This is an optimization exercise on Yosys and OpenROAD, whose aim is small area and a short achievable clock period, not a production implementation.
At most, simulation tests tie the RTL to the original design; equivalence was not proved.
For run 1, only the layout was checked, not whether the RTL still works.
No activity file was given, so power comes from the tool's default toggle rates.

File: design.v
`timescale 1ns/10ps
module gin_tags
    (
        input             clk,
        input             rstb,
        input             program_en,
        input      [3:0]  scan_in,
        output     [47:0] tags     
    );
    reg [3:0] chain [0:22];
    integer k;
    always @(posedge clk or negedge rstb) begin
        if (!rstb) begin
            for (k = 0; k < 23; k = k + 1) chain[k] <= 4'd0;
        end else if (program_en) begin
            chain[0] <= scan_in;
            for (k = 1; k < 23; k = k + 1) chain[k] <= chain[k-1];
        end
    end
    genvar g;
    generate
        for (g = 0; g < 12; g = g + 1) begin : t
            assign tags[4*g +: 4] = chain[2*g];
        end
    endgenerate
endmodule
module pe_unit
    #(
        parameter TOP = 0    
    )
    (
        input             clk,
        input             rstb,
        input             ifmap_enable,    
        input             filter_enable,   
        input             ifmap_op,        
        input             filter_op,       
        input      [15:0] ifmap,
        input      [15:0] filter,
        output reg        ready,
        output reg        in_acc,    
        output            in_acc_n,  
        output reg [15:0] cs_s,      
        output reg [15:0] cs_c,
        output     [15:0] acc_next,  
        input             up_acc_n,  
        input      [15:0] up_acc     
    );
    reg [15:0] fm [0:3];
    reg [15:0] im [0:3];
    reg [3:0]  fv, iv;
    reg [15:0] acc;
    reg        ld;       
    reg [3:0]  st;       
    integer k;
    always @(posedge clk) begin
        if (filter_enable) begin
            fm[0] <= filter;
            for (k = 1; k < 4; k = k + 1) fm[k] <= fm[k-1];
        end
        if (ifmap_enable) begin
            im[0] <= ifmap;
            for (k = 1; k < 4; k = k + 1) im[k] <= im[k-1];
        end
    end
    always @(posedge clk or negedge rstb) begin
        if (!rstb) begin
            fv <= 4'd0;
            iv <= 4'd0;
        end else begin
            if (filter_enable) fv <= {fv[2:0], 1'b1};
            if (ifmap_enable)  iv <= {iv[2:0], 1'b1};
        end
    end
    wire [15:0] f0 = fm[0] & {16{fv[0]}};
    wire [15:0] i0 = im[0] & {16{iv[0]}};
    wire [3:0] st_n = ld ? ((st == 4'd3) ? 4'd0 : (ifmap_enable ? st + 4'd1 : st))
                         : ((st == 4'd11) ? 4'd4 : st + 4'd1);
    wire       ld_n = ld & (st != 4'd3);
    assign in_acc_n = !ld && (st == 4'd3 || st == 4'd4 || st == 4'd5 ||
                              st == 4'd6 || st == 4'd11);
    always @(posedge clk or negedge rstb) begin
        if (!rstb) begin
            ld     <= 1'b1;
            st     <= 4'd0;
            ready  <= 1'b0;
            in_acc <= 1'b0;
        end else begin
            ready  <= ld;
            ld     <= ld_n;
            st     <= st_n;
            in_acc <= in_acc_n;
        end
    end
    reg [1:0] nsel;     
    reg       nzero;    
    reg       nadd;     
    always @(*) begin
        nsel  = 2'd0;
        nzero = 1'b0;
        nadd  = 1'b0;
        if (!ld) begin
            case (st)
                4'd0:  begin nsel = 2'd1; nadd = 1'b1; end
                4'd1:  begin nsel = 2'd2; nadd = 1'b1; end
                4'd2:  begin nsel = 2'd3; nadd = 1'b1; end
                4'd3, 4'd4, 4'd5, 4'd6, 4'd11: begin nzero = 1'b1; nadd = 1'b1; end
                4'd9:  begin nsel = 2'd1; nadd = 1'b1; end
                4'd10: begin nsel = 2'd2; nadd = 1'b1; end
                default: ;
            endcase
        end
    end
    wire        gfv = !nzero & fv[nsel];
    wire        giv = !nzero & iv[nsel];
    wire [15:0] gf = fm[nsel] & {16{gfv}};
    wire [15:0] gi = im[nsel] & {16{giv}};
    wire [15:0] opf = filter_op ? (ld ? filter : f0) : gf;
    wire [7:0] xo, xt, xn, go, gt, gn;
    booth_enc ex (.b(ld ? ifmap : i0), .d_one(xo), .d_two(xt), .d_neg(xn));
    booth_enc eg (.b(gi), .d_one(go), .d_two(gt), .d_neg(gn));
    wire [7:0] d_one = ifmap_op ? xo : go;
    wire [7:0] d_two = ifmap_op ? xt : gt;
    wire [7:0] d_neg = ifmap_op ? xn : gn;
    wire [15:0] v = cs_s + cs_c;
    wire [15:0] acc_n = in_acc ? acc : v;
    always @(posedge clk) acc <= acc_n;
    assign acc_next = acc_n;
    wire [15:0] ns, nc;
    generate
        if (TOP) begin : t
            mul_cs_z2 m (.a(opf), .d_one(d_one), .d_two(d_two), .d_neg(d_neg),
                         .z(nadd ? acc_n : 16'd0),
                         .z2(up_acc & {16{nzero & up_acc_n}}), .s(ns), .c(nc));
        end else begin : t
            mul_cs m (.a(opf), .d_one(d_one), .d_two(d_two), .d_neg(d_neg),
                      .z(nadd ? acc_n : 16'd0), .s(ns), .c(nc));
        end
    endgenerate
    always @(posedge clk or negedge rstb) begin
        if (!rstb) begin
            cs_s <= 16'd0;
            cs_c <= 16'd0;
        end else begin
            cs_s <= ns;
            cs_c <= nc;
        end
    end
endmodule
module pe_en
    (
        input       row_hit,
        input [3:0] col_tag,
        input [3:0] x_tag,
        output      en
    );
    assign en = row_hit & (col_tag == x_tag);
endmodule
module tag_en
    (
        input       gin_enable,
        input       row_ready,
        input [3:0] row_tag,
        input [3:0] col_tag,
        input [3:0] y_tag,
        input [3:0] x_tag,
        output      en
    );
    assign en = gin_enable & row_ready & (row_tag == y_tag) & (col_tag == x_tag);
endmodule
module ml_accelerator
    #(
        parameter BITWIDTH              = 16,
        parameter PE_Y_SIZE             = 3,
        parameter PE_X_SIZE             = 3,
        parameter TAG_LENGTH            = 4,
        parameter PACKET_LENGTH         = 2*TAG_LENGTH+BITWIDTH,
        parameter NUM_PE                = PE_Y_SIZE*PE_X_SIZE
    )
    (
        input   clk,
        input   rstb,
        input  [PACKET_LENGTH-1:0]          data_packet_ifmap,
        input  [PACKET_LENGTH-1:0]          data_packet_filter,
        output [BITWIDTH*PE_X_SIZE-1:0]     ofmap,
        input  [TAG_LENGTH-1:0]             scan_chain_input_ifmap,
        input  [TAG_LENGTH-1:0]             scan_chain_input_filter,
        output                              ready,
        input                               program_en,
        input                               gin_enable_filter,
        input                               gin_enable_ifmap,
        input                               pe_reset
    );
    wire pe_rstb = rstb & pe_reset;
    wire [47:0] tags_i, tags_f;
    gin_tags gt_i (.clk(clk), .rstb(rstb), .program_en(program_en),
                   .scan_in(scan_chain_input_ifmap), .tags(tags_i));
    gin_tags gt_f (.clk(clk), .rstb(rstb), .program_en(program_en),
                   .scan_in(scan_chain_input_filter), .tags(tags_f));
    wire [8:0]  pe_ready;
    wire [8:0]  pe_acc;
    wire [8:0]  pe_acc_n;
    wire [15:0] pe_s [0:8];
    wire [15:0] pe_c [0:8];
    wire [15:0] pe_an [0:8];
    wire [3:0] rt_i = data_packet_ifmap[23:20],  ct_i = data_packet_ifmap[19:16];
    wire [3:0] rt_f = data_packet_filter[23:20], ct_f = data_packet_filter[19:16];
    genvar i, j;
    generate
        for (i = 0; i < 3; i = i + 1) begin : row
            wire row_ready = &pe_ready[3*i +: 3];
            wire hit_i = gin_enable_ifmap  & row_ready & (tags_i[4*i +: 4] == rt_i);
            wire hit_f = gin_enable_filter & row_ready & (tags_f[4*i +: 4] == rt_f);
            for (j = 0; j < 3; j = j + 1) begin : col
                wire en_i, en_f, op_i, op_f;
                pe_en tei (.row_hit(hit_i), .col_tag(ct_i),
                           .x_tag(tags_i[4*(3+3*i+j) +: 4]), .en(en_i));
                tag_en toi (.gin_enable(gin_enable_ifmap), .row_ready(row_ready),
                            .row_tag(rt_i), .col_tag(ct_i), .y_tag(tags_i[4*i +: 4]),
                            .x_tag(tags_i[4*(3+3*i+j) +: 4]), .en(op_i));
                pe_en tef (.row_hit(hit_f), .col_tag(ct_f),
                           .x_tag(tags_f[4*(3+3*i+j) +: 4]), .en(en_f));
                tag_en tof (.gin_enable(gin_enable_filter), .row_ready(row_ready),
                            .row_tag(rt_f), .col_tag(ct_f), .y_tag(tags_f[4*i +: 4]),
                            .x_tag(tags_f[4*(3+3*i+j) +: 4]), .en(op_f));
                pe_unit #(.TOP(i == 0)) u (
                    .clk          (clk),
                    .rstb         (pe_rstb),
                    .ifmap_enable (en_i),
                    .filter_enable(en_f),
                    .ifmap_op     (op_i),
                    .filter_op    (op_f),
                    .ifmap        (data_packet_ifmap[15:0]),
                    .filter       (data_packet_filter[15:0]),
                    .ready        (pe_ready[3*i+j]),
                    .in_acc       (pe_acc[3*i+j]),
                    .in_acc_n     (pe_acc_n[3*i+j]),
                    .cs_s         (pe_s[3*i+j]),
                    .cs_c         (pe_c[3*i+j]),
                    .acc_next     (pe_an[3*i+j]),
                    .up_acc_n     (i == 0 ? pe_acc_n[3+j] : 1'b0),
                    .up_acc       (i == 0 ? pe_an[3+j] : 16'd0)
                );
            end
        end
        for (j = 0; j < 3; j = j + 1) begin : outcol
            reg sm, sb;
            always @(posedge clk or negedge pe_rstb) begin
                if (!pe_rstb) begin
                    sm <= 1'b0;
                    sb <= 1'b0;
                end else begin
                    sm <= pe_acc_n[j] & !pe_acc_n[3+j];
                    sb <= pe_acc_n[j] & pe_acc_n[3+j];
                end
            end
            sum4 s4 (
                .r0(pe_s[j]), .r1(pe_c[j]),
                .r2((pe_s[3+j] & {16{sm}}) | (pe_s[6+j] & {16{sb}})),
                .r3((pe_c[3+j] & {16{sm}}) | (pe_c[6+j] & {16{sb}})),
                .y(ofmap[16*j +: 16])
            );
        end
    endgenerate
    assign ready = &pe_ready;
endmodule
module xor3 (input a, input b, input c, output y);
    assign y = a ^ b ^ c;
endmodule
module xor2 (input a, input b, output y);
    assign y = a ^ b;
endmodule
module booth_enc
    (
        input  [15:0] b,
        output [7:0]  d_one,
        output [7:0]  d_two,
        output [7:0]  d_neg
    );
    assign d_one[0] = b[0] ^ 1'b0;
    assign d_two[0] = (b[1] & ~b[0] & ~1'b0) | (~b[1] & b[0] & 1'b0);
    assign d_neg[0] = b[1];
    assign d_one[1] = b[2] ^ b[1];
    assign d_two[1] = (b[3] & ~b[2] & ~b[1]) | (~b[3] & b[2] & b[1]);
    assign d_neg[1] = b[3];
    assign d_one[2] = b[4] ^ b[3];
    assign d_two[2] = (b[5] & ~b[4] & ~b[3]) | (~b[5] & b[4] & b[3]);
    assign d_neg[2] = b[5];
    assign d_one[3] = b[6] ^ b[5];
    assign d_two[3] = (b[7] & ~b[6] & ~b[5]) | (~b[7] & b[6] & b[5]);
    assign d_neg[3] = b[7];
    assign d_one[4] = b[8] ^ b[7];
    assign d_two[4] = (b[9] & ~b[8] & ~b[7]) | (~b[9] & b[8] & b[7]);
    assign d_neg[4] = b[9];
    assign d_one[5] = b[10] ^ b[9];
    assign d_two[5] = (b[11] & ~b[10] & ~b[9]) | (~b[11] & b[10] & b[9]);
    assign d_neg[5] = b[11];
    assign d_one[6] = b[12] ^ b[11];
    assign d_two[6] = (b[13] & ~b[12] & ~b[11]) | (~b[13] & b[12] & b[11]);
    assign d_neg[6] = b[13];
    assign d_one[7] = b[14] ^ b[13];
    assign d_two[7] = (b[15] & ~b[14] & ~b[13]) | (~b[15] & b[14] & b[13]);
    assign d_neg[7] = b[15];
endmodule
module mul_cs
    (
        input  [15:0] a,
        input  [7:0]  d_one,
        input  [7:0]  d_two,
        input  [7:0]  d_neg,
        input  [15:0] z,
        output [15:0] s,
        output [15:0] c
    );
    wire one0 = d_one[0];
    wire two0 = d_two[0];
    wire neg0 = d_neg[0];
    wire pp0_0 = ((one0 & a[0]) | (two0 & 1'b0)) ^ neg0;
    wire pp0_1 = ((one0 & a[1]) | (two0 & a[0])) ^ neg0;
    wire pp0_2 = ((one0 & a[2]) | (two0 & a[1])) ^ neg0;
    wire pp0_3 = ((one0 & a[3]) | (two0 & a[2])) ^ neg0;
    wire pp0_4 = ((one0 & a[4]) | (two0 & a[3])) ^ neg0;
    wire pp0_5 = ((one0 & a[5]) | (two0 & a[4])) ^ neg0;
    wire pp0_6 = ((one0 & a[6]) | (two0 & a[5])) ^ neg0;
    wire pp0_7 = ((one0 & a[7]) | (two0 & a[6])) ^ neg0;
    wire pp0_8 = ((one0 & a[8]) | (two0 & a[7])) ^ neg0;
    wire pp0_9 = ((one0 & a[9]) | (two0 & a[8])) ^ neg0;
    wire pp0_10 = ((one0 & a[10]) | (two0 & a[9])) ^ neg0;
    wire pp0_11 = ((one0 & a[11]) | (two0 & a[10])) ^ neg0;
    wire pp0_12 = ((one0 & a[12]) | (two0 & a[11])) ^ neg0;
    wire pp0_13 = ((one0 & a[13]) | (two0 & a[12])) ^ neg0;
    wire pp0_14 = ((one0 & a[14]) | (two0 & a[13])) ^ neg0;
    wire pp0_15 = ((one0 & a[15]) | (two0 & a[14])) ^ neg0;
    wire one1 = d_one[1];
    wire two1 = d_two[1];
    wire neg1 = d_neg[1];
    wire pp1_0 = ((one1 & a[0]) | (two1 & 1'b0)) ^ neg1;
    wire pp1_1 = ((one1 & a[1]) | (two1 & a[0])) ^ neg1;
    wire pp1_2 = ((one1 & a[2]) | (two1 & a[1])) ^ neg1;
    wire pp1_3 = ((one1 & a[3]) | (two1 & a[2])) ^ neg1;
    wire pp1_4 = ((one1 & a[4]) | (two1 & a[3])) ^ neg1;
    wire pp1_5 = ((one1 & a[5]) | (two1 & a[4])) ^ neg1;
    wire pp1_6 = ((one1 & a[6]) | (two1 & a[5])) ^ neg1;
    wire pp1_7 = ((one1 & a[7]) | (two1 & a[6])) ^ neg1;
    wire pp1_8 = ((one1 & a[8]) | (two1 & a[7])) ^ neg1;
    wire pp1_9 = ((one1 & a[9]) | (two1 & a[8])) ^ neg1;
    wire pp1_10 = ((one1 & a[10]) | (two1 & a[9])) ^ neg1;
    wire pp1_11 = ((one1 & a[11]) | (two1 & a[10])) ^ neg1;
    wire pp1_12 = ((one1 & a[12]) | (two1 & a[11])) ^ neg1;
    wire pp1_13 = ((one1 & a[13]) | (two1 & a[12])) ^ neg1;
    wire one2 = d_one[2];
    wire two2 = d_two[2];
    wire neg2 = d_neg[2];
    wire pp2_0 = ((one2 & a[0]) | (two2 & 1'b0)) ^ neg2;
    wire pp2_1 = ((one2 & a[1]) | (two2 & a[0])) ^ neg2;
    wire pp2_2 = ((one2 & a[2]) | (two2 & a[1])) ^ neg2;
    wire pp2_3 = ((one2 & a[3]) | (two2 & a[2])) ^ neg2;
    wire pp2_4 = ((one2 & a[4]) | (two2 & a[3])) ^ neg2;
    wire pp2_5 = ((one2 & a[5]) | (two2 & a[4])) ^ neg2;
    wire pp2_6 = ((one2 & a[6]) | (two2 & a[5])) ^ neg2;
    wire pp2_7 = ((one2 & a[7]) | (two2 & a[6])) ^ neg2;
    wire pp2_8 = ((one2 & a[8]) | (two2 & a[7])) ^ neg2;
    wire pp2_9 = ((one2 & a[9]) | (two2 & a[8])) ^ neg2;
    wire pp2_10 = ((one2 & a[10]) | (two2 & a[9])) ^ neg2;
    wire pp2_11 = ((one2 & a[11]) | (two2 & a[10])) ^ neg2;
    wire one3 = d_one[3];
    wire two3 = d_two[3];
    wire neg3 = d_neg[3];
    wire pp3_0 = ((one3 & a[0]) | (two3 & 1'b0)) ^ neg3;
    wire pp3_1 = ((one3 & a[1]) | (two3 & a[0])) ^ neg3;
    wire pp3_2 = ((one3 & a[2]) | (two3 & a[1])) ^ neg3;
    wire pp3_3 = ((one3 & a[3]) | (two3 & a[2])) ^ neg3;
    wire pp3_4 = ((one3 & a[4]) | (two3 & a[3])) ^ neg3;
    wire pp3_5 = ((one3 & a[5]) | (two3 & a[4])) ^ neg3;
    wire pp3_6 = ((one3 & a[6]) | (two3 & a[5])) ^ neg3;
    wire pp3_7 = ((one3 & a[7]) | (two3 & a[6])) ^ neg3;
    wire pp3_8 = ((one3 & a[8]) | (two3 & a[7])) ^ neg3;
    wire pp3_9 = ((one3 & a[9]) | (two3 & a[8])) ^ neg3;
    wire one4 = d_one[4];
    wire two4 = d_two[4];
    wire neg4 = d_neg[4];
    wire pp4_0 = ((one4 & a[0]) | (two4 & 1'b0)) ^ neg4;
    wire pp4_1 = ((one4 & a[1]) | (two4 & a[0])) ^ neg4;
    wire pp4_2 = ((one4 & a[2]) | (two4 & a[1])) ^ neg4;
    wire pp4_3 = ((one4 & a[3]) | (two4 & a[2])) ^ neg4;
    wire pp4_4 = ((one4 & a[4]) | (two4 & a[3])) ^ neg4;
    wire pp4_5 = ((one4 & a[5]) | (two4 & a[4])) ^ neg4;
    wire pp4_6 = ((one4 & a[6]) | (two4 & a[5])) ^ neg4;
    wire pp4_7 = ((one4 & a[7]) | (two4 & a[6])) ^ neg4;
    wire one5 = d_one[5];
    wire two5 = d_two[5];
    wire neg5 = d_neg[5];
    wire pp5_0 = ((one5 & a[0]) | (two5 & 1'b0)) ^ neg5;
    wire pp5_1 = ((one5 & a[1]) | (two5 & a[0])) ^ neg5;
    wire pp5_2 = ((one5 & a[2]) | (two5 & a[1])) ^ neg5;
    wire pp5_3 = ((one5 & a[3]) | (two5 & a[2])) ^ neg5;
    wire pp5_4 = ((one5 & a[4]) | (two5 & a[3])) ^ neg5;
    wire pp5_5 = ((one5 & a[5]) | (two5 & a[4])) ^ neg5;
    wire one6 = d_one[6];
    wire two6 = d_two[6];
    wire neg6 = d_neg[6];
    wire pp6_0 = ((one6 & a[0]) | (two6 & 1'b0)) ^ neg6;
    wire pp6_1 = ((one6 & a[1]) | (two6 & a[0])) ^ neg6;
    wire pp6_2 = ((one6 & a[2]) | (two6 & a[1])) ^ neg6;
    wire pp6_3 = ((one6 & a[3]) | (two6 & a[2])) ^ neg6;
    wire one7 = d_one[7];
    wire two7 = d_two[7];
    wire neg7 = d_neg[7];
    wire x7_0 = one7 & a[0];
    wire x7_1 = (one7 & a[1]) | (two7 & a[0]);
    wire pp7_0 = x7_0;
    wire pp7_1 = x7_1 ^ (neg7 & x7_0);
    wire t_1 = pp0_8 ^ pp1_6;
    wire t_2 = pp0_8 & pp1_6;
    wire t_3 = pp0_9 ^ pp1_7;
    wire t_4 = pp0_9 & pp1_7;
    wire t_5 = pp0_10 ^ pp1_8 ^ pp2_6;
    wire t_6 = (pp0_10 & pp1_8) | (pp0_10 & pp2_6) | (pp1_8 & pp2_6);
    wire t_7 = pp3_4 ^ pp4_2;
    wire t_8 = pp3_4 & pp4_2;
    wire t_9 = pp0_11 ^ pp1_9 ^ pp2_7;
    wire t_10 = (pp0_11 & pp1_9) | (pp0_11 & pp2_7) | (pp1_9 & pp2_7);
    wire t_11 = pp3_5 ^ pp4_3;
    wire t_12 = pp3_5 & pp4_3;
    wire t_13 = pp0_12 ^ pp1_10 ^ pp2_8;
    wire t_14 = (pp0_12 & pp1_10) | (pp0_12 & pp2_8) | (pp1_10 & pp2_8);
    wire t_15 = pp3_6 ^ pp4_4 ^ pp5_2;
    wire t_16 = (pp3_6 & pp4_4) | (pp3_6 & pp5_2) | (pp4_4 & pp5_2);
    wire t_17 = pp6_0 ^ neg6;
    wire t_18 = pp6_0 & neg6;
    wire t_19 = pp0_13 ^ pp1_11 ^ pp2_9;
    wire t_20 = (pp0_13 & pp1_11) | (pp0_13 & pp2_9) | (pp1_11 & pp2_9);
    wire t_21 = pp3_7 ^ pp4_5 ^ pp5_3;
    wire t_22 = (pp3_7 & pp4_5) | (pp3_7 & pp5_3) | (pp4_5 & pp5_3);
    wire t_23 = pp6_1 ^ z[13];
    wire t_24 = pp6_1 & z[13];
    wire t_25 = pp0_14 ^ pp1_12 ^ pp2_10;
    wire t_26 = (pp0_14 & pp1_12) | (pp0_14 & pp2_10) | (pp1_12 & pp2_10);
    wire t_27 = pp3_8 ^ pp4_6 ^ pp5_4;
    wire t_28 = (pp3_8 & pp4_6) | (pp3_8 & pp5_4) | (pp4_6 & pp5_4);
    wire t_29 = pp6_2 ^ pp7_0 ^ z[14];
    wire t_30 = (pp6_2 & pp7_0) | (pp6_2 & z[14]) | (pp7_0 & z[14]);
    wire t_31;
    xor3 t_31_x (.a(pp0_15), .b(pp1_13), .c(pp2_11), .y(t_31));
    wire t_33;
    xor3 t_33_x (.a(pp3_9), .b(pp4_7), .c(pp5_5), .y(t_33));
    wire t_35;
    xor3 t_35_x (.a(pp6_3), .b(pp7_1), .c(z[15]), .y(t_35));
    wire t_37 = pp0_4 ^ pp1_2;
    wire t_38 = pp0_4 & pp1_2;
    wire t_39 = pp0_5 ^ pp1_3;
    wire t_40 = pp0_5 & pp1_3;
    wire t_41 = pp0_6 ^ pp1_4 ^ pp2_2;
    wire t_42 = (pp0_6 & pp1_4) | (pp0_6 & pp2_2) | (pp1_4 & pp2_2);
    wire t_43 = pp3_0 ^ neg3;
    wire t_44 = pp3_0 & neg3;
    wire t_45 = pp0_7 ^ pp1_5 ^ pp2_3;
    wire t_46 = (pp0_7 & pp1_5) | (pp0_7 & pp2_3) | (pp1_5 & pp2_3);
    wire t_47 = pp3_1 ^ z[7];
    wire t_48 = pp3_1 & z[7];
    wire t_49 = pp2_4 ^ pp3_2 ^ pp4_0;
    wire t_50 = (pp2_4 & pp3_2) | (pp2_4 & pp4_0) | (pp3_2 & pp4_0);
    wire t_51 = neg4 ^ z[8] ^ t_1;
    wire t_52 = (neg4 & z[8]) | (neg4 & t_1) | (z[8] & t_1);
    wire t_53 = pp2_5 ^ pp3_3 ^ pp4_1;
    wire t_54 = (pp2_5 & pp3_3) | (pp2_5 & pp4_1) | (pp3_3 & pp4_1);
    wire t_55 = z[9] ^ t_2 ^ t_3;
    wire t_56 = (z[9] & t_2) | (z[9] & t_3) | (t_2 & t_3);
    wire t_57 = pp5_0 ^ neg5 ^ z[10];
    wire t_58 = (pp5_0 & neg5) | (pp5_0 & z[10]) | (neg5 & z[10]);
    wire t_59 = t_4 ^ t_5 ^ t_7;
    wire t_60 = (t_4 & t_5) | (t_4 & t_7) | (t_5 & t_7);
    wire t_61 = pp5_1 ^ z[11] ^ t_6;
    wire t_62 = (pp5_1 & z[11]) | (pp5_1 & t_6) | (z[11] & t_6);
    wire t_63 = t_8 ^ t_9 ^ t_11;
    wire t_64 = (t_8 & t_9) | (t_8 & t_11) | (t_9 & t_11);
    wire t_65 = z[12] ^ t_10 ^ t_12;
    wire t_66 = (z[12] & t_10) | (z[12] & t_12) | (t_10 & t_12);
    wire t_67 = t_13 ^ t_15 ^ t_17;
    wire t_68 = (t_13 & t_15) | (t_13 & t_17) | (t_15 & t_17);
    wire t_69 = t_14 ^ t_16 ^ t_18;
    wire t_70 = (t_14 & t_16) | (t_14 & t_18) | (t_16 & t_18);
    wire t_71 = t_19 ^ t_21 ^ t_23;
    wire t_72 = (t_19 & t_21) | (t_19 & t_23) | (t_21 & t_23);
    wire t_73 = t_20 ^ t_22 ^ t_24;
    wire t_74 = (t_20 & t_22) | (t_20 & t_24) | (t_22 & t_24);
    wire t_75 = t_25 ^ t_27 ^ t_29;
    wire t_76 = (t_25 & t_27) | (t_25 & t_29) | (t_27 & t_29);
    wire t_77;
    xor3 t_77_x (.a(t_26), .b(t_28), .c(t_30), .y(t_77));
    wire t_79;
    xor3 t_79_x (.a(t_31), .b(t_33), .c(t_35), .y(t_79));
    wire t_81 = pp0_2 ^ pp1_0;
    wire t_82 = pp0_2 & pp1_0;
    wire t_83 = pp0_3 ^ pp1_1;
    wire t_84 = pp0_3 & pp1_1;
    wire t_85 = pp2_0 ^ neg2 ^ z[4];
    wire t_86 = (pp2_0 & neg2) | (pp2_0 & z[4]) | (neg2 & z[4]);
    wire t_87 = pp2_1 ^ z[5] ^ t_38;
    wire t_88 = (pp2_1 & z[5]) | (pp2_1 & t_38) | (z[5] & t_38);
    wire t_89 = z[6] ^ t_40 ^ t_41;
    wire t_90 = (z[6] & t_40) | (z[6] & t_41) | (t_40 & t_41);
    wire t_91 = t_42 ^ t_44 ^ t_45;
    wire t_92 = (t_42 & t_44) | (t_42 & t_45) | (t_44 & t_45);
    wire t_93 = t_46 ^ t_48 ^ t_49;
    wire t_94 = (t_46 & t_48) | (t_46 & t_49) | (t_48 & t_49);
    wire t_95 = t_50 ^ t_52 ^ t_53;
    wire t_96 = (t_50 & t_52) | (t_50 & t_53) | (t_52 & t_53);
    wire t_97 = t_54 ^ t_56 ^ t_57;
    wire t_98 = (t_54 & t_56) | (t_54 & t_57) | (t_56 & t_57);
    wire t_99 = t_58 ^ t_60 ^ t_61;
    wire t_100 = (t_58 & t_60) | (t_58 & t_61) | (t_60 & t_61);
    wire t_101 = t_62 ^ t_64 ^ t_65;
    wire t_102 = (t_62 & t_64) | (t_62 & t_65) | (t_64 & t_65);
    wire t_103 = t_66 ^ t_68 ^ t_69;
    wire t_104 = (t_66 & t_68) | (t_66 & t_69) | (t_68 & t_69);
    wire t_105 = t_70 ^ t_72 ^ t_73;
    wire t_106 = (t_70 & t_72) | (t_70 & t_73) | (t_72 & t_73);
    wire t_107;
    xor3 t_107_x (.a(t_74), .b(t_76), .c(t_77), .y(t_107));
    wire t_109 = pp0_0 ^ neg0;
    wire t_110 = pp0_0 & neg0;
    wire t_111 = pp0_1 ^ z[1];
    wire t_112 = pp0_1 & z[1];
    wire t_113 = neg1 ^ z[2] ^ t_81;
    wire t_114 = (neg1 & z[2]) | (neg1 & t_81) | (z[2] & t_81);
    wire t_115 = z[3] ^ t_82 ^ t_83;
    wire t_116 = (z[3] & t_82) | (z[3] & t_83) | (t_82 & t_83);
    wire t_117 = t_37 ^ t_84 ^ t_85;
    wire t_118 = (t_37 & t_84) | (t_37 & t_85) | (t_84 & t_85);
    wire t_119 = t_39 ^ t_86 ^ t_87;
    wire t_120 = (t_39 & t_86) | (t_39 & t_87) | (t_86 & t_87);
    wire t_121 = t_43 ^ t_88 ^ t_89;
    wire t_122 = (t_43 & t_88) | (t_43 & t_89) | (t_88 & t_89);
    wire t_123 = t_47 ^ t_90 ^ t_91;
    wire t_124 = (t_47 & t_90) | (t_47 & t_91) | (t_90 & t_91);
    wire t_125 = t_51 ^ t_92 ^ t_93;
    wire t_126 = (t_51 & t_92) | (t_51 & t_93) | (t_92 & t_93);
    wire t_127 = t_55 ^ t_94 ^ t_95;
    wire t_128 = (t_55 & t_94) | (t_55 & t_95) | (t_94 & t_95);
    wire t_129 = t_59 ^ t_96 ^ t_97;
    wire t_130 = (t_59 & t_96) | (t_59 & t_97) | (t_96 & t_97);
    wire t_131 = t_63 ^ t_98 ^ t_99;
    wire t_132 = (t_63 & t_98) | (t_63 & t_99) | (t_98 & t_99);
    wire t_133 = t_67 ^ t_100 ^ t_101;
    wire t_134 = (t_67 & t_100) | (t_67 & t_101) | (t_100 & t_101);
    wire t_135 = t_71 ^ t_102 ^ t_103;
    wire t_136 = (t_71 & t_102) | (t_71 & t_103) | (t_102 & t_103);
    wire t_137 = t_75 ^ t_104 ^ t_105;
    wire t_138 = (t_75 & t_104) | (t_75 & t_105) | (t_104 & t_105);
    wire t_139;
    xor3 t_139_x (.a(t_79), .b(t_106), .c(t_107), .y(t_139));
    assign s = {t_138, t_136, t_134, t_132, t_130, t_128, t_126, t_124, t_122, t_120, t_118, t_116, t_114, t_112, t_110, z[0]};
    assign c = {t_139, t_137, t_135, t_133, t_131, t_129, t_127, t_125, t_123, t_121, t_119, t_117, t_115, t_113, t_111, t_109};
endmodule
module mul_cs_z2
    (
        input  [15:0] a,
        input  [15:0] z2,     
        input  [7:0]  d_one,
        input  [7:0]  d_two,
        input  [7:0]  d_neg,
        input  [15:0] z,
        output [15:0] s,
        output [15:0] c
    );
    wire one0 = d_one[0];
    wire two0 = d_two[0];
    wire neg0 = d_neg[0];
    wire pp0_0 = (((one0 & a[0]) | (two0 & 1'b0)) ^ neg0) | z2[0];
    wire pp0_1 = (((one0 & a[1]) | (two0 & a[0])) ^ neg0) | z2[1];
    wire pp0_2 = (((one0 & a[2]) | (two0 & a[1])) ^ neg0) | z2[2];
    wire pp0_3 = (((one0 & a[3]) | (two0 & a[2])) ^ neg0) | z2[3];
    wire pp0_4 = (((one0 & a[4]) | (two0 & a[3])) ^ neg0) | z2[4];
    wire pp0_5 = (((one0 & a[5]) | (two0 & a[4])) ^ neg0) | z2[5];
    wire pp0_6 = (((one0 & a[6]) | (two0 & a[5])) ^ neg0) | z2[6];
    wire pp0_7 = (((one0 & a[7]) | (two0 & a[6])) ^ neg0) | z2[7];
    wire pp0_8 = (((one0 & a[8]) | (two0 & a[7])) ^ neg0) | z2[8];
    wire pp0_9 = (((one0 & a[9]) | (two0 & a[8])) ^ neg0) | z2[9];
    wire pp0_10 = (((one0 & a[10]) | (two0 & a[9])) ^ neg0) | z2[10];
    wire pp0_11 = (((one0 & a[11]) | (two0 & a[10])) ^ neg0) | z2[11];
    wire pp0_12 = (((one0 & a[12]) | (two0 & a[11])) ^ neg0) | z2[12];
    wire pp0_13 = (((one0 & a[13]) | (two0 & a[12])) ^ neg0) | z2[13];
    wire pp0_14 = (((one0 & a[14]) | (two0 & a[13])) ^ neg0) | z2[14];
    wire pp0_15 = (((one0 & a[15]) | (two0 & a[14])) ^ neg0) | z2[15];
    wire one1 = d_one[1];
    wire two1 = d_two[1];
    wire neg1 = d_neg[1];
    wire pp1_0 = ((one1 & a[0]) | (two1 & 1'b0)) ^ neg1;
    wire pp1_1 = ((one1 & a[1]) | (two1 & a[0])) ^ neg1;
    wire pp1_2 = ((one1 & a[2]) | (two1 & a[1])) ^ neg1;
    wire pp1_3 = ((one1 & a[3]) | (two1 & a[2])) ^ neg1;
    wire pp1_4 = ((one1 & a[4]) | (two1 & a[3])) ^ neg1;
    wire pp1_5 = ((one1 & a[5]) | (two1 & a[4])) ^ neg1;
    wire pp1_6 = ((one1 & a[6]) | (two1 & a[5])) ^ neg1;
    wire pp1_7 = ((one1 & a[7]) | (two1 & a[6])) ^ neg1;
    wire pp1_8 = ((one1 & a[8]) | (two1 & a[7])) ^ neg1;
    wire pp1_9 = ((one1 & a[9]) | (two1 & a[8])) ^ neg1;
    wire pp1_10 = ((one1 & a[10]) | (two1 & a[9])) ^ neg1;
    wire pp1_11 = ((one1 & a[11]) | (two1 & a[10])) ^ neg1;
    wire pp1_12 = ((one1 & a[12]) | (two1 & a[11])) ^ neg1;
    wire pp1_13 = ((one1 & a[13]) | (two1 & a[12])) ^ neg1;
    wire one2 = d_one[2];
    wire two2 = d_two[2];
    wire neg2 = d_neg[2];
    wire pp2_0 = ((one2 & a[0]) | (two2 & 1'b0)) ^ neg2;
    wire pp2_1 = ((one2 & a[1]) | (two2 & a[0])) ^ neg2;
    wire pp2_2 = ((one2 & a[2]) | (two2 & a[1])) ^ neg2;
    wire pp2_3 = ((one2 & a[3]) | (two2 & a[2])) ^ neg2;
    wire pp2_4 = ((one2 & a[4]) | (two2 & a[3])) ^ neg2;
    wire pp2_5 = ((one2 & a[5]) | (two2 & a[4])) ^ neg2;
    wire pp2_6 = ((one2 & a[6]) | (two2 & a[5])) ^ neg2;
    wire pp2_7 = ((one2 & a[7]) | (two2 & a[6])) ^ neg2;
    wire pp2_8 = ((one2 & a[8]) | (two2 & a[7])) ^ neg2;
    wire pp2_9 = ((one2 & a[9]) | (two2 & a[8])) ^ neg2;
    wire pp2_10 = ((one2 & a[10]) | (two2 & a[9])) ^ neg2;
    wire pp2_11 = ((one2 & a[11]) | (two2 & a[10])) ^ neg2;
    wire one3 = d_one[3];
    wire two3 = d_two[3];
    wire neg3 = d_neg[3];
    wire pp3_0 = ((one3 & a[0]) | (two3 & 1'b0)) ^ neg3;
    wire pp3_1 = ((one3 & a[1]) | (two3 & a[0])) ^ neg3;
    wire pp3_2 = ((one3 & a[2]) | (two3 & a[1])) ^ neg3;
    wire pp3_3 = ((one3 & a[3]) | (two3 & a[2])) ^ neg3;
    wire pp3_4 = ((one3 & a[4]) | (two3 & a[3])) ^ neg3;
    wire pp3_5 = ((one3 & a[5]) | (two3 & a[4])) ^ neg3;
    wire pp3_6 = ((one3 & a[6]) | (two3 & a[5])) ^ neg3;
    wire pp3_7 = ((one3 & a[7]) | (two3 & a[6])) ^ neg3;
    wire pp3_8 = ((one3 & a[8]) | (two3 & a[7])) ^ neg3;
    wire pp3_9 = ((one3 & a[9]) | (two3 & a[8])) ^ neg3;
    wire one4 = d_one[4];
    wire two4 = d_two[4];
    wire neg4 = d_neg[4];
    wire pp4_0 = ((one4 & a[0]) | (two4 & 1'b0)) ^ neg4;
    wire pp4_1 = ((one4 & a[1]) | (two4 & a[0])) ^ neg4;
    wire pp4_2 = ((one4 & a[2]) | (two4 & a[1])) ^ neg4;
    wire pp4_3 = ((one4 & a[3]) | (two4 & a[2])) ^ neg4;
    wire pp4_4 = ((one4 & a[4]) | (two4 & a[3])) ^ neg4;
    wire pp4_5 = ((one4 & a[5]) | (two4 & a[4])) ^ neg4;
    wire pp4_6 = ((one4 & a[6]) | (two4 & a[5])) ^ neg4;
    wire pp4_7 = ((one4 & a[7]) | (two4 & a[6])) ^ neg4;
    wire one5 = d_one[5];
    wire two5 = d_two[5];
    wire neg5 = d_neg[5];
    wire pp5_0 = ((one5 & a[0]) | (two5 & 1'b0)) ^ neg5;
    wire pp5_1 = ((one5 & a[1]) | (two5 & a[0])) ^ neg5;
    wire pp5_2 = ((one5 & a[2]) | (two5 & a[1])) ^ neg5;
    wire pp5_3 = ((one5 & a[3]) | (two5 & a[2])) ^ neg5;
    wire pp5_4 = ((one5 & a[4]) | (two5 & a[3])) ^ neg5;
    wire pp5_5 = ((one5 & a[5]) | (two5 & a[4])) ^ neg5;
    wire one6 = d_one[6];
    wire two6 = d_two[6];
    wire neg6 = d_neg[6];
    wire pp6_0 = ((one6 & a[0]) | (two6 & 1'b0)) ^ neg6;
    wire pp6_1 = ((one6 & a[1]) | (two6 & a[0])) ^ neg6;
    wire pp6_2 = ((one6 & a[2]) | (two6 & a[1])) ^ neg6;
    wire pp6_3 = ((one6 & a[3]) | (two6 & a[2])) ^ neg6;
    wire one7 = d_one[7];
    wire two7 = d_two[7];
    wire neg7 = d_neg[7];
    wire x7_0 = one7 & a[0];
    wire x7_1 = (one7 & a[1]) | (two7 & a[0]);
    wire pp7_0 = x7_0;
    wire pp7_1 = x7_1 ^ (neg7 & x7_0);
    wire t_1 = pp0_8 ^ pp1_6;
    wire t_2 = pp0_8 & pp1_6;
    wire t_3 = pp0_9 ^ pp1_7;
    wire t_4 = pp0_9 & pp1_7;
    wire t_5 = pp0_10 ^ pp1_8 ^ pp2_6;
    wire t_6 = (pp0_10 & pp1_8) | (pp0_10 & pp2_6) | (pp1_8 & pp2_6);
    wire t_7 = pp3_4 ^ pp4_2;
    wire t_8 = pp3_4 & pp4_2;
    wire t_9 = pp0_11 ^ pp1_9 ^ pp2_7;
    wire t_10 = (pp0_11 & pp1_9) | (pp0_11 & pp2_7) | (pp1_9 & pp2_7);
    wire t_11 = pp3_5 ^ pp4_3;
    wire t_12 = pp3_5 & pp4_3;
    wire t_13 = pp0_12 ^ pp1_10 ^ pp2_8;
    wire t_14 = (pp0_12 & pp1_10) | (pp0_12 & pp2_8) | (pp1_10 & pp2_8);
    wire t_15 = pp3_6 ^ pp4_4 ^ pp5_2;
    wire t_16 = (pp3_6 & pp4_4) | (pp3_6 & pp5_2) | (pp4_4 & pp5_2);
    wire t_17 = pp6_0 ^ neg6;
    wire t_18 = pp6_0 & neg6;
    wire t_19 = pp0_13 ^ pp1_11 ^ pp2_9;
    wire t_20 = (pp0_13 & pp1_11) | (pp0_13 & pp2_9) | (pp1_11 & pp2_9);
    wire t_21 = pp3_7 ^ pp4_5 ^ pp5_3;
    wire t_22 = (pp3_7 & pp4_5) | (pp3_7 & pp5_3) | (pp4_5 & pp5_3);
    wire t_23 = pp6_1 ^ z[13];
    wire t_24 = pp6_1 & z[13];
    wire t_25 = pp0_14 ^ pp1_12 ^ pp2_10;
    wire t_26 = (pp0_14 & pp1_12) | (pp0_14 & pp2_10) | (pp1_12 & pp2_10);
    wire t_27 = pp3_8 ^ pp4_6 ^ pp5_4;
    wire t_28 = (pp3_8 & pp4_6) | (pp3_8 & pp5_4) | (pp4_6 & pp5_4);
    wire t_29 = pp6_2 ^ pp7_0 ^ z[14];
    wire t_30 = (pp6_2 & pp7_0) | (pp6_2 & z[14]) | (pp7_0 & z[14]);
    wire t_31;
    xor3 t_31_x (.a(pp0_15), .b(pp1_13), .c(pp2_11), .y(t_31));
    wire t_33;
    xor3 t_33_x (.a(pp3_9), .b(pp4_7), .c(pp5_5), .y(t_33));
    wire t_35;
    xor3 t_35_x (.a(pp6_3), .b(pp7_1), .c(z[15]), .y(t_35));
    wire t_37 = pp0_4 ^ pp1_2;
    wire t_38 = pp0_4 & pp1_2;
    wire t_39 = pp0_5 ^ pp1_3;
    wire t_40 = pp0_5 & pp1_3;
    wire t_41 = pp0_6 ^ pp1_4 ^ pp2_2;
    wire t_42 = (pp0_6 & pp1_4) | (pp0_6 & pp2_2) | (pp1_4 & pp2_2);
    wire t_43 = pp3_0 ^ neg3;
    wire t_44 = pp3_0 & neg3;
    wire t_45 = pp0_7 ^ pp1_5 ^ pp2_3;
    wire t_46 = (pp0_7 & pp1_5) | (pp0_7 & pp2_3) | (pp1_5 & pp2_3);
    wire t_47 = pp3_1 ^ z[7];
    wire t_48 = pp3_1 & z[7];
    wire t_49 = pp2_4 ^ pp3_2 ^ pp4_0;
    wire t_50 = (pp2_4 & pp3_2) | (pp2_4 & pp4_0) | (pp3_2 & pp4_0);
    wire t_51 = neg4 ^ z[8] ^ t_1;
    wire t_52 = (neg4 & z[8]) | (neg4 & t_1) | (z[8] & t_1);
    wire t_53 = pp2_5 ^ pp3_3 ^ pp4_1;
    wire t_54 = (pp2_5 & pp3_3) | (pp2_5 & pp4_1) | (pp3_3 & pp4_1);
    wire t_55 = z[9] ^ t_2 ^ t_3;
    wire t_56 = (z[9] & t_2) | (z[9] & t_3) | (t_2 & t_3);
    wire t_57 = pp5_0 ^ neg5 ^ z[10];
    wire t_58 = (pp5_0 & neg5) | (pp5_0 & z[10]) | (neg5 & z[10]);
    wire t_59 = t_4 ^ t_5 ^ t_7;
    wire t_60 = (t_4 & t_5) | (t_4 & t_7) | (t_5 & t_7);
    wire t_61 = pp5_1 ^ z[11] ^ t_6;
    wire t_62 = (pp5_1 & z[11]) | (pp5_1 & t_6) | (z[11] & t_6);
    wire t_63 = t_8 ^ t_9 ^ t_11;
    wire t_64 = (t_8 & t_9) | (t_8 & t_11) | (t_9 & t_11);
    wire t_65 = z[12] ^ t_10 ^ t_12;
    wire t_66 = (z[12] & t_10) | (z[12] & t_12) | (t_10 & t_12);
    wire t_67 = t_13 ^ t_15 ^ t_17;
    wire t_68 = (t_13 & t_15) | (t_13 & t_17) | (t_15 & t_17);
    wire t_69 = t_14 ^ t_16 ^ t_18;
    wire t_70 = (t_14 & t_16) | (t_14 & t_18) | (t_16 & t_18);
    wire t_71 = t_19 ^ t_21 ^ t_23;
    wire t_72 = (t_19 & t_21) | (t_19 & t_23) | (t_21 & t_23);
    wire t_73 = t_20 ^ t_22 ^ t_24;
    wire t_74 = (t_20 & t_22) | (t_20 & t_24) | (t_22 & t_24);
    wire t_75 = t_25 ^ t_27 ^ t_29;
    wire t_76 = (t_25 & t_27) | (t_25 & t_29) | (t_27 & t_29);
    wire t_77;
    xor3 t_77_x (.a(t_26), .b(t_28), .c(t_30), .y(t_77));
    wire t_79;
    xor3 t_79_x (.a(t_31), .b(t_33), .c(t_35), .y(t_79));
    wire t_81 = pp0_2 ^ pp1_0;
    wire t_82 = pp0_2 & pp1_0;
    wire t_83 = pp0_3 ^ pp1_1;
    wire t_84 = pp0_3 & pp1_1;
    wire t_85 = pp2_0 ^ neg2 ^ z[4];
    wire t_86 = (pp2_0 & neg2) | (pp2_0 & z[4]) | (neg2 & z[4]);
    wire t_87 = pp2_1 ^ z[5] ^ t_38;
    wire t_88 = (pp2_1 & z[5]) | (pp2_1 & t_38) | (z[5] & t_38);
    wire t_89 = z[6] ^ t_40 ^ t_41;
    wire t_90 = (z[6] & t_40) | (z[6] & t_41) | (t_40 & t_41);
    wire t_91 = t_42 ^ t_44 ^ t_45;
    wire t_92 = (t_42 & t_44) | (t_42 & t_45) | (t_44 & t_45);
    wire t_93 = t_46 ^ t_48 ^ t_49;
    wire t_94 = (t_46 & t_48) | (t_46 & t_49) | (t_48 & t_49);
    wire t_95 = t_50 ^ t_52 ^ t_53;
    wire t_96 = (t_50 & t_52) | (t_50 & t_53) | (t_52 & t_53);
    wire t_97 = t_54 ^ t_56 ^ t_57;
    wire t_98 = (t_54 & t_56) | (t_54 & t_57) | (t_56 & t_57);
    wire t_99 = t_58 ^ t_60 ^ t_61;
    wire t_100 = (t_58 & t_60) | (t_58 & t_61) | (t_60 & t_61);
    wire t_101 = t_62 ^ t_64 ^ t_65;
    wire t_102 = (t_62 & t_64) | (t_62 & t_65) | (t_64 & t_65);
    wire t_103 = t_66 ^ t_68 ^ t_69;
    wire t_104 = (t_66 & t_68) | (t_66 & t_69) | (t_68 & t_69);
    wire t_105 = t_70 ^ t_72 ^ t_73;
    wire t_106 = (t_70 & t_72) | (t_70 & t_73) | (t_72 & t_73);
    wire t_107;
    xor3 t_107_x (.a(t_74), .b(t_76), .c(t_77), .y(t_107));
    wire t_109 = pp0_0 ^ neg0;
    wire t_110 = pp0_0 & neg0;
    wire t_111 = pp0_1 ^ z[1];
    wire t_112 = pp0_1 & z[1];
    wire t_113 = neg1 ^ z[2] ^ t_81;
    wire t_114 = (neg1 & z[2]) | (neg1 & t_81) | (z[2] & t_81);
    wire t_115 = z[3] ^ t_82 ^ t_83;
    wire t_116 = (z[3] & t_82) | (z[3] & t_83) | (t_82 & t_83);
    wire t_117 = t_37 ^ t_84 ^ t_85;
    wire t_118 = (t_37 & t_84) | (t_37 & t_85) | (t_84 & t_85);
    wire t_119 = t_39 ^ t_86 ^ t_87;
    wire t_120 = (t_39 & t_86) | (t_39 & t_87) | (t_86 & t_87);
    wire t_121 = t_43 ^ t_88 ^ t_89;
    wire t_122 = (t_43 & t_88) | (t_43 & t_89) | (t_88 & t_89);
    wire t_123 = t_47 ^ t_90 ^ t_91;
    wire t_124 = (t_47 & t_90) | (t_47 & t_91) | (t_90 & t_91);
    wire t_125 = t_51 ^ t_92 ^ t_93;
    wire t_126 = (t_51 & t_92) | (t_51 & t_93) | (t_92 & t_93);
    wire t_127 = t_55 ^ t_94 ^ t_95;
    wire t_128 = (t_55 & t_94) | (t_55 & t_95) | (t_94 & t_95);
    wire t_129 = t_59 ^ t_96 ^ t_97;
    wire t_130 = (t_59 & t_96) | (t_59 & t_97) | (t_96 & t_97);
    wire t_131 = t_63 ^ t_98 ^ t_99;
    wire t_132 = (t_63 & t_98) | (t_63 & t_99) | (t_98 & t_99);
    wire t_133 = t_67 ^ t_100 ^ t_101;
    wire t_134 = (t_67 & t_100) | (t_67 & t_101) | (t_100 & t_101);
    wire t_135 = t_71 ^ t_102 ^ t_103;
    wire t_136 = (t_71 & t_102) | (t_71 & t_103) | (t_102 & t_103);
    wire t_137 = t_75 ^ t_104 ^ t_105;
    wire t_138 = (t_75 & t_104) | (t_75 & t_105) | (t_104 & t_105);
    wire t_139;
    xor3 t_139_x (.a(t_79), .b(t_106), .c(t_107), .y(t_139));
    assign s = {t_138, t_136, t_134, t_132, t_130, t_128, t_126, t_124, t_122, t_120, t_118, t_116, t_114, t_112, t_110, z[0]};
    assign c = {t_139, t_137, t_135, t_133, t_131, t_129, t_127, t_125, t_123, t_121, t_119, t_117, t_115, t_113, t_111, t_109};
endmodule
module sum4
    (
        input  [15:0] r0, r1, r2, r3,
        output [15:0] y
    );
    wire u_1 = r0[0] ^ r1[0];
    wire u_2 = r0[0] & r1[0];
    wire u_3 = r0[1] ^ r1[1] ^ r2[1];
    wire u_4 = (r0[1] & r1[1]) | (r0[1] & r2[1]) | (r1[1] & r2[1]);
    wire u_5 = r0[2] ^ r1[2] ^ r2[2];
    wire u_6 = (r0[2] & r1[2]) | (r0[2] & r2[2]) | (r1[2] & r2[2]);
    wire u_7 = r0[3] ^ r1[3] ^ r2[3];
    wire u_8 = (r0[3] & r1[3]) | (r0[3] & r2[3]) | (r1[3] & r2[3]);
    wire u_9 = r0[4] ^ r1[4] ^ r2[4];
    wire u_10 = (r0[4] & r1[4]) | (r0[4] & r2[4]) | (r1[4] & r2[4]);
    wire u_11 = r0[5] ^ r1[5] ^ r2[5];
    wire u_12 = (r0[5] & r1[5]) | (r0[5] & r2[5]) | (r1[5] & r2[5]);
    wire u_13 = r0[6] ^ r1[6] ^ r2[6];
    wire u_14 = (r0[6] & r1[6]) | (r0[6] & r2[6]) | (r1[6] & r2[6]);
    wire u_15 = r0[7] ^ r1[7] ^ r2[7];
    wire u_16 = (r0[7] & r1[7]) | (r0[7] & r2[7]) | (r1[7] & r2[7]);
    wire u_17 = r0[8] ^ r1[8] ^ r2[8];
    wire u_18 = (r0[8] & r1[8]) | (r0[8] & r2[8]) | (r1[8] & r2[8]);
    wire u_19 = r0[9] ^ r1[9] ^ r2[9];
    wire u_20 = (r0[9] & r1[9]) | (r0[9] & r2[9]) | (r1[9] & r2[9]);
    wire u_21 = r0[10] ^ r1[10] ^ r2[10];
    wire u_22 = (r0[10] & r1[10]) | (r0[10] & r2[10]) | (r1[10] & r2[10]);
    wire u_23 = r0[11] ^ r1[11] ^ r2[11];
    wire u_24 = (r0[11] & r1[11]) | (r0[11] & r2[11]) | (r1[11] & r2[11]);
    wire u_25 = r0[12] ^ r1[12] ^ r2[12];
    wire u_26 = (r0[12] & r1[12]) | (r0[12] & r2[12]) | (r1[12] & r2[12]);
    wire u_27 = r0[13] ^ r1[13] ^ r2[13];
    wire u_28 = (r0[13] & r1[13]) | (r0[13] & r2[13]) | (r1[13] & r2[13]);
    wire u_29 = r0[14] ^ r1[14] ^ r2[14];
    wire u_30 = (r0[14] & r1[14]) | (r0[14] & r2[14]) | (r1[14] & r2[14]);
    wire u_31;
    xor3 u_31_x (.a(r0[15]), .b(r1[15]), .c(r2[15]), .y(u_31));
    wire u_33 = r2[0] ^ r3[0];
    wire u_34 = r2[0] & r3[0];
    wire u_35 = r3[1] ^ u_2 ^ u_3;
    wire u_36 = (r3[1] & u_2) | (r3[1] & u_3) | (u_2 & u_3);
    wire u_37 = r3[2] ^ u_4 ^ u_5;
    wire u_38 = (r3[2] & u_4) | (r3[2] & u_5) | (u_4 & u_5);
    wire u_39 = r3[3] ^ u_6 ^ u_7;
    wire u_40 = (r3[3] & u_6) | (r3[3] & u_7) | (u_6 & u_7);
    wire u_41 = r3[4] ^ u_8 ^ u_9;
    wire u_42 = (r3[4] & u_8) | (r3[4] & u_9) | (u_8 & u_9);
    wire u_43 = r3[5] ^ u_10 ^ u_11;
    wire u_44 = (r3[5] & u_10) | (r3[5] & u_11) | (u_10 & u_11);
    wire u_45 = r3[6] ^ u_12 ^ u_13;
    wire u_46 = (r3[6] & u_12) | (r3[6] & u_13) | (u_12 & u_13);
    wire u_47 = r3[7] ^ u_14 ^ u_15;
    wire u_48 = (r3[7] & u_14) | (r3[7] & u_15) | (u_14 & u_15);
    wire u_49 = r3[8] ^ u_16 ^ u_17;
    wire u_50 = (r3[8] & u_16) | (r3[8] & u_17) | (u_16 & u_17);
    wire u_51 = r3[9] ^ u_18 ^ u_19;
    wire u_52 = (r3[9] & u_18) | (r3[9] & u_19) | (u_18 & u_19);
    wire u_53 = r3[10] ^ u_20 ^ u_21;
    wire u_54 = (r3[10] & u_20) | (r3[10] & u_21) | (u_20 & u_21);
    wire u_55 = r3[11] ^ u_22 ^ u_23;
    wire u_56 = (r3[11] & u_22) | (r3[11] & u_23) | (u_22 & u_23);
    wire u_57 = r3[12] ^ u_24 ^ u_25;
    wire u_58 = (r3[12] & u_24) | (r3[12] & u_25) | (u_24 & u_25);
    wire u_59 = r3[13] ^ u_26 ^ u_27;
    wire u_60 = (r3[13] & u_26) | (r3[13] & u_27) | (u_26 & u_27);
    wire u_61 = r3[14] ^ u_28 ^ u_29;
    wire u_62 = (r3[14] & u_28) | (r3[14] & u_29) | (u_28 & u_29);
    wire u_63;
    xor3 u_63_x (.a(r3[15]), .b(u_30), .c(u_31), .y(u_63));
    wire [15:0] p = {u_62, u_60, u_58, u_56, u_54, u_52, u_50, u_48, u_46, u_44, u_42, u_40, u_38, u_36, u_34, u_1};
    wire [15:0] q = {u_63, u_61, u_59, u_57, u_55, u_53, u_51, u_49, u_47, u_45, u_43, u_41, u_39, u_37, u_35, u_33};
    assign y = p + q;
endmodule
File: run.sh
#!/bin/bash
# synth_recipe.tcl (not shown) runs the flow's synth.tcl, then flattens the netlist and writes it again
# the make line also repeats each setting of config.mk as NAME=value (left out here)
make -C /OpenROAD-flow-scripts/flow DESIGN_CONFIG=/design/flow/config.mk WORK_HOME=/design/flow/orfs CLKGATE_MAP_FILE= SYNTH_SCRIPT=/design/flow/synth_recipe.tcl finish
File: config.mk
export PLATFORM = sky130hd
export DESIGN_NAME = ml_accelerator
export DESIGN_NICKNAME = ml_accelerator
export VERILOG_FILES = /design/flow/design.v
export SDC_FILE = /design/flow/constraint.sdc
export NUM_CORES = 4
export LEC_CHECK = 0
export CAP_MARGIN = 50
export CORE_MARGIN = 2
export CORE_UTILIZATION = 55
export PLACE_DENSITY = 0.7
export SLEW_MARGIN = 80
export SYNTH_HIERARCHICAL = 1
export SYNTH_MINIMUM_KEEP_SIZE = 0
File: constraint.sdc
create_clock -name core_clock -period 17.0 [get_ports {clk}]
set_input_delay 3.4000 -clock core_clock [delete_from_list [all_inputs] [get_ports {clk}]]
set_output_delay 3.4000 -clock core_clock [all_outputs]
set_load 0.01 [all_outputs]
==> impl_metrics.ini, run 1 <==
[floorplan]
dieArea_um2 = 236000
pin_count = 111
row_count = 176
initial_core_util = 0.554
die_h_um = 486
die_w_um = 486
core_area_um2 = 231000

[timing]
finalSetupTns_ns = 0
finalMaxSlewViolations = 0
hold_viol_final = 0
finalHoldWorstSlack_ns = 0.424
rsz0062_at_grt = no
setup_viol_count_final = 0
skew_ns = 0.0545
fmax_ghz = 0.112
min_period_over_period = 0.527
worst_pin_slew_ns = 0.331
period_needed_ns = 8.97
slew_headroom = 0.779

[cts]
clock_latency_ns = 0.88
numCtsBuffers = 208
cts_tree = yes
cts_buffer_depth = 3
h-tree-depth = 4
cts_sinks = 1909
cts.clk_slew.worst_paths_ns = 0.06
cts_setup_buffers = 0
cts_resized = 0
root_buffer = clkbuf_16
cts_hold_buffers = 0

[pwr]
swShare = 0.243
clkPwrFrac = 0.432
leakagePower_uw = 0.0572
combPwrFrac = 0.087
sequentialPowerShare = 0.481
p_sw_uw = 2700
p_int_uw = 8410
irDropWorstVdd_v = 0.000116
power_density_nw_per_um2 = 76.2

[route]
detail-route-antenna-nets = 0
vias_per_cell = 6.26
wl_per_cell_um = 24.7
routed_wl_mm = 358
via_count = 90726
drtIter0Drc = 9526
dr.pass1.iters = 6
drc_errors = 0

[worst_setup_path]
crit_buf_inv = 6
crit_type = reg2out
end_kind = output pin
crit_required_ns = 13.60
rr_worst_depth = 24
regToRegSetupSlack_ns = 10.81
rr_endpoint = row[0].col[0].u.cs_c[14]
crit_chain = buf_6 -> a22o_1 -> inv_1 -> fa_1 -> fa_1 -> inv_1 -> ha_2 -> nor2_1 -> a2111oi_4 -> clkdlybuf4s50_1 -> clkdlybuf4s50_1 -> o311ai_2 -> clkdlybuf4s50_1
critPathMaxStageDelay_ns = 0.56
arrival_ns = 5.57
crit_path_start_kind = register
cp_slowest_cell = clkdlybuf4s50_1
r2r-start = row[0].col[0].u.st[0]
path_delay_family = buffers and inverters
cpMostUsedCell = clkdlybuf4s50_1
cp_max_fo = 22

[synth]
synth_warnings = 15
syn_nets = 12433
synth_area_um2 = 128000
avgSynthCellArea_um2 = 11.1
synth_cells = 11513

[min_path]
hold_start = row[1].col[2].u.im[2][12]
whs_path_depth = 0
holdPathEnd = row[1].col[2].u.im[3][12]
hp-class = reg2reg

[global_route]
grt_pass1_vias = 90669
antenna_found_initial = 12
overflow = 0
grt_usage = 0.297
grt_pass1_wl_mm = 549
grt_max_degree = 49

[status]
status = finished clean

[placement]
place_congestion = 0.926
hpwl_mm = 261
io_buffers = 110

[flow_run]
drv_cap = 0

[final_layout]
fin_nets = 12197
syn_to_final_growth_pct = 14.2
drive_above_1_share = 0.212
-- layer usage --
metal	vias up	part of all wire	wire (um)	global-route usage
met1	45794	0.42	151000	0.421
li1	40171	-	-	-
met3	721	0.079	28300	0.0464
met4	0	0.045	16200	0.122
met2	4040	0.45	162000	0.459
met5	-	0	0	0
-- power groups by stage --
stage          Clock [uW]  Sequential (uW)  Combinational [uW]
6_report             4800             5350                 965
5_1_grt              5050             5370                1030
4_1_cts              4870             5340                 951
3_5_place_dp            0             5430                 942
3_3_place_gp            0             5420                 836
2_1_floorplan           0             5320                 644
-- cell usage in the layout (no fill, tap or decap), drive strengths merged, types with 57 or more instances in the layout --
cell	instances
dfxtp	144
and3	106
fa	519
xor2	373
o221a	96
nand3b	114
mux2	517
a21oi	243
a211oi	72
nor2	244
nand3	207
buf	551
clkdlybuf4s50	78
xnor2	701
and2	76
nand2	961
nand2b	214
ha	339
nor2b	106
a31oi	171
a22o	399
o21ai	527
a22oi	568
clkinv	70
o211ai	57
o221ai	103
clkbuf	299
a21o	57
inv	908
xor3	69
dfrtp	604
edfxtp	1152
nor3	187
-- cell type report --
type                       count  area (um^2)
fill                       17271        84700
multi-input combinational   7583        69700
sequential                  1909        53000
timing repair buffer         678         8750
clock buffer                 274         5740
tap                         3026         3790
inverter                     897         3400
clock inverter               121         1540
antenna                        3         7.51
-- how the worst max path moves through the flow --
| stage | start | slack [ns] | cells past startpoint | to |
|---|---|---|---|---|
| floorplan | rstb | 6.34 | 1 | outcol[0].sb |
| global placement | data_packet_filter[21] | 7.75 | 16 | row[2].col[0].u.cs_c[12] |
| detailed placement | data_packet_filter[17] | 8.33 | 21 | row[1].col[0].u.cs_c[14] |
| CTS | outcol[2].sm | 7.97 | 13 | ofmap[41] |
| global route | outcol[2].sm | 7.89 | 13 | ofmap[41] |
| finish | outcol[2].sm | 8.03 | 13 | ofmap[41] |
-- through the flow --
| stage | total power, uW | util | worst slack (ns) | cell area (um^2) | std cells |
|---|---|---|---|---|---|
| final | 11100 | 0.633 | 8.03 | 146000 | 14491 |
| after global routing | 11400 | 0.633 | 7.89 | 146000 | 14490 |
| after CTS | 11200 | 0.625 | 7.97 | 144000 | 14441 |
| after detailed placement | 6370 | 0.594 | 8.33 | 137000 | 14046 |
| after global placement | 6260 | 0.552 | 7.75 | 127000 | 13715 |
| after floorplan | 5970 | - | 6.34 | 128000 | 11513 |
-- registers in the layout (all words and copies together) (netlist names) --
name,cells
gt_i.chain,92
outcol.sm,3
row.col.u.fv,36
row.col.u.ld,9
row.col.u.in_acc,9
row.col.u.fm,576
row.col.u.acc,144
row.col.u.cs_s,144
row.col.u.ready,9
row.col.u.iv,36
row.col.u.st,36
outcol.sb,3
gt_f.chain,92
row.col.u.im,576
row.col.u.cs_c,144
-- worst register-to-register path, cell delays in order, from the launching register on --
cell	delay [ns]
dfrtp_1	0.43
inv_1	0.11
ha_2	0.30
mux2i_4	0.21
nand2b_1	0.17
buf_8	0.24
buf_16	0.22
a32oi_2	0.15
a21o_4	0.28
buf_8	0.17
buf_6	0.16
a311oi_4	0.28
buf_1	0.22
buf_1	0.19
nor2b_1	0.21
mux2_4	0.30
a22oi_1	0.13
xor2_1	0.14
nand2b_1	0.11
fa_1	0.43
fa_1	0.50
inv_1	0.06
fa_1	0.54
inv_1	0.06
fa_1	0.52
==> run 2: changes to the inputs <==
--- a/design.v
+++ b/design.v
@@ -149,11 +149,2 @@
 endmodule
-module pe_en
-    (
-        input       row_hit,
-        input [3:0] col_tag,
-        input [3:0] x_tag,
-        output      en
-    );
-    assign en = row_hit & (col_tag == x_tag);
-endmodule
 module tag_en
@@ -211,8 +202,7 @@
             wire row_ready = &pe_ready[3*i +: 3];
-            wire hit_i = gin_enable_ifmap  & row_ready & (tags_i[4*i +: 4] == rt_i);
-            wire hit_f = gin_enable_filter & row_ready & (tags_f[4*i +: 4] == rt_f);
             for (j = 0; j < 3; j = j + 1) begin : col
                 wire en_i, en_f, op_i, op_f;
-                pe_en tei (.row_hit(hit_i), .col_tag(ct_i),
-                           .x_tag(tags_i[4*(3+3*i+j) +: 4]), .en(en_i));
+                tag_en tei (.gin_enable(gin_enable_ifmap), .row_ready(row_ready),
+                            .row_tag(rt_i), .col_tag(ct_i), .y_tag(tags_i[4*i +: 4]),
+                            .x_tag(tags_i[4*(3+3*i+j) +: 4]), .en(en_i));
                 tag_en toi (.gin_enable(gin_enable_ifmap), .row_ready(row_ready),
@@ -220,4 +210,5 @@
                             .x_tag(tags_i[4*(3+3*i+j) +: 4]), .en(op_i));
-                pe_en tef (.row_hit(hit_f), .col_tag(ct_f),
-                           .x_tag(tags_f[4*(3+3*i+j) +: 4]), .en(en_f));
+                tag_en tef (.gin_enable(gin_enable_filter), .row_ready(row_ready),
+                            .row_tag(rt_f), .col_tag(ct_f), .y_tag(tags_f[4*i +: 4]),
+                            .x_tag(tags_f[4*(3+3*i+j) +: 4]), .en(en_f));
                 tag_en tof (.gin_enable(gin_enable_filter), .row_ready(row_ready),
--- a/config.mk
+++ b/config.mk
@@ -7,3 +7,3 @@
 export LEC_CHECK = 0
-export CAP_MARGIN = 50
+export CAP_MARGIN = 20
 export CORE_MARGIN = 2
@@ -11,3 +11,3 @@
 export PLACE_DENSITY = 0.7
-export SLEW_MARGIN = 80
+export SLEW_MARGIN = 40
 export SYNTH_HIERARCHICAL = 1
==> impl_metrics.ini, run 2 <==
[cts]
cts_sinks = 1909
cts.clk_slew.worst_paths_ns = 0.07
cts_tree = yes
numCtsBuffers = 205
clock_latency_ns = 0.88
h-tree-depth = 4
root_buffer = clkbuf_16
cts_hold_buffers = 0
cts_setup_buffers = 0
cts_resized = 0
cts_buffer_depth = 3

[timing]
finalSetupTns_ns = 0
fmax_ghz = 0.107
min_period_over_period = 0.548
skew_ns = 0.0569
worst_pin_slew_ns = 0.901
hold_viol_final = 0
finalMaxSlewViolations = 0
slew_headroom = 0.395
rsz0062_at_grt = no
setup_viol_count_final = 0
period_needed_ns = 9.32

[placement]
place_congestion = 0.953
hpwl_mm = 238
io_buffers = 110

[global_route]
grt_pass1_wl_mm = 535
grt_max_degree = 82
grt_pass1_vias = 87499
overflow = 0
antenna_found_initial = 25
grt_usage = 0.292

[route]
dr.pass1.iters = 7
via_count = 88599
drc_errors = 0
drtIter0Drc = 9945
vias_per_cell = 6.26
wl_per_cell_um = 24.8
detail-route-antenna-nets = 0
routed_wl_mm = 351

[final_layout]
seq_area_um2 = 52800
final_cell_mix = edfxtp_1, nand2_1, xnor2_1, inv_1, dfrtp_1
fill_cells = 18916
multi_input_area_um2 = 65500
fin_nets = 11840
final_common_cell = edfxtp_1
largestRegisters = row.col.u.fm x576, row.col.u.im x576
drive_above_1_share = 0.138
final_core_util = 0.581
syn_to_final_growth_pct = 5.34

[floorplan]
initial_core_util = 0.552
row_count = 177
core_area_um2 = 232000
die_w_um = 487
die_h_um = 487
pin_count = 111
dieArea_um2 = 237000

[worst_setup_path]
cp_max_fo = 32
cp-startpoint = outcol[1].sm
rr_worst_depth = 19
arrival_ns = 5.92
crit_path_start_kind = register
regToRegSetupSlack_ns = 10.53
crit_required_ns = 13.60
r2r-start = row[0].col[1].u.st[0]
crit_type = reg2out
end_kind = output pin

[status]
status = finished clean

[synth]
synth_warnings = 15
avgSynthCellArea_um2 = 11.1
synth_cells = 11520
synth_area_um2 = 128000
syn_nets = 12440

[min_path]
hp-class = reg2reg
whs_path_depth = 0
hold_start = row[1].col[1].u.im[1][0]

[flow_run]
drv_cap = 0

[pwr]
irDropWorstVdd_v = 0.000112
leakagePower_uw = 0.0533
total_power_uw = 10800
power_density_nw_per_um2 = 79.8
==> run 2: cell types whose count changed in the layout (fill, tap and decap cells not counted), sizes merged, moves of 17 or more <==
cell     previous run  this run
xnor2             701       840
or2b               18         0
inv               908       855
nand2b            214       195
buf               551       243
xor2              373       342
nor3              187       204
nand3             207       240
nor3b              33        15
nand4              51        69
a222oi             18         0
o2111ai            21         3
clkbuf            299       265
==> run 2: final cells by class <==
type                            count  area share
Sequential cell                  1909       0.392
Tap cell                         3043      0.0282
Antenna cell                        7    0.000130
Timing Repair Buffer              317      0.0190
Multi-Input combinational cell   7653       0.485
Clock buffer                      262      0.0419
Clock inverter                    130      0.0109
Inverter                          834      0.0232
==> run 2: worst max-delay path: stages (launching register included) <==
cell and delay (ns):
dfrtp_2 0.74, a22o_1 0.24, inv_1 0.11, fa_1 0.49, fa_1 0.52, inv_1 0.07, ha_1 0.31, a211oi_1 0.54
o211ai_1 0.28, a221oi_1 0.70, xnor2_1 0.20, buf_4 0.22, clkdlybuf4s50_1 0.61
==> run 2: power breakdown <==
| part | switching (uW) | total (uW) | internal [uW] | leakage (uW) |
|---|---|---|---|---|
| logic | 311 | 742 | 432 | 0.0303 |
| registers | 240 | 5310 | 5070 | 0.0195 |
| clock network | 2040 | 4720 | 2680 | 0.00346 |
| total | 2590 | 10800 | 8180 | 0.0533 |
==> run 2: final timing paths <==
path | end
setup / recovery | ofmap[31]
hold / removal | row[1].col[1].u.im[2][0]
setup reg to reg | row[0].col[1].u.cs_c[14]
hold reg to reg | row[1].col[1].u.im[2][0]
max in group asynchronous | row[0].col[0].u.st[1]
min in group asynchronous | gt_f.chain[13][3]
==> run 2: metrics by stage <==
step	setup WS (ns)	std cells	hold WS [ns]	instance area [um^2]
after CTS	7.54	14148	0.402	135000
after floorplan	6.34	11520	0.388	128000
after global placement	7.50	13753	0.424	128000
final	7.68	14155	0.399	135000
after detailed placement	8.20	13756	0.431	128000
after global routing	7.35	14149	0.418	135000
==> run 2: per-layer routing <==
metal,vias up,share of wire,GRT usage
met5,-,0.00068,0
met4,6,0.045,0.119
met3,664,0.084,0.0580
met2,3854,0.45,0.448
met1,44653,0.42,0.406
li1,39422,-,-

==> re-timing with driven ports <==
Ports are ideal in the flow. The routed layouts listed here were re-timed in OpenROAD.
Step 1 assumes that a clkbuf_16 drives the clock port and a buf_2 every other input.
Step 2 adds t to the input delays and takes it off the output delays; t is the mean of the earliest and latest rising clock arrival at the registers after step 1. Input paths then give back, and output paths get back, about the clock's delay inside the block.
Three values: ideal ports, drivers, drivers and shift; two values: the first two.
run	t (ns)	setup slack, ns	latest minus earliest clock arrival (ns)
run 1	0.947	8.033 / 7.943 / 8.203	0.059 / 0.059
run 2	0.943	7.678 / 7.584 / 8.193	0.058 / 0.057
After both steps setup and hold are still met in every run listed.
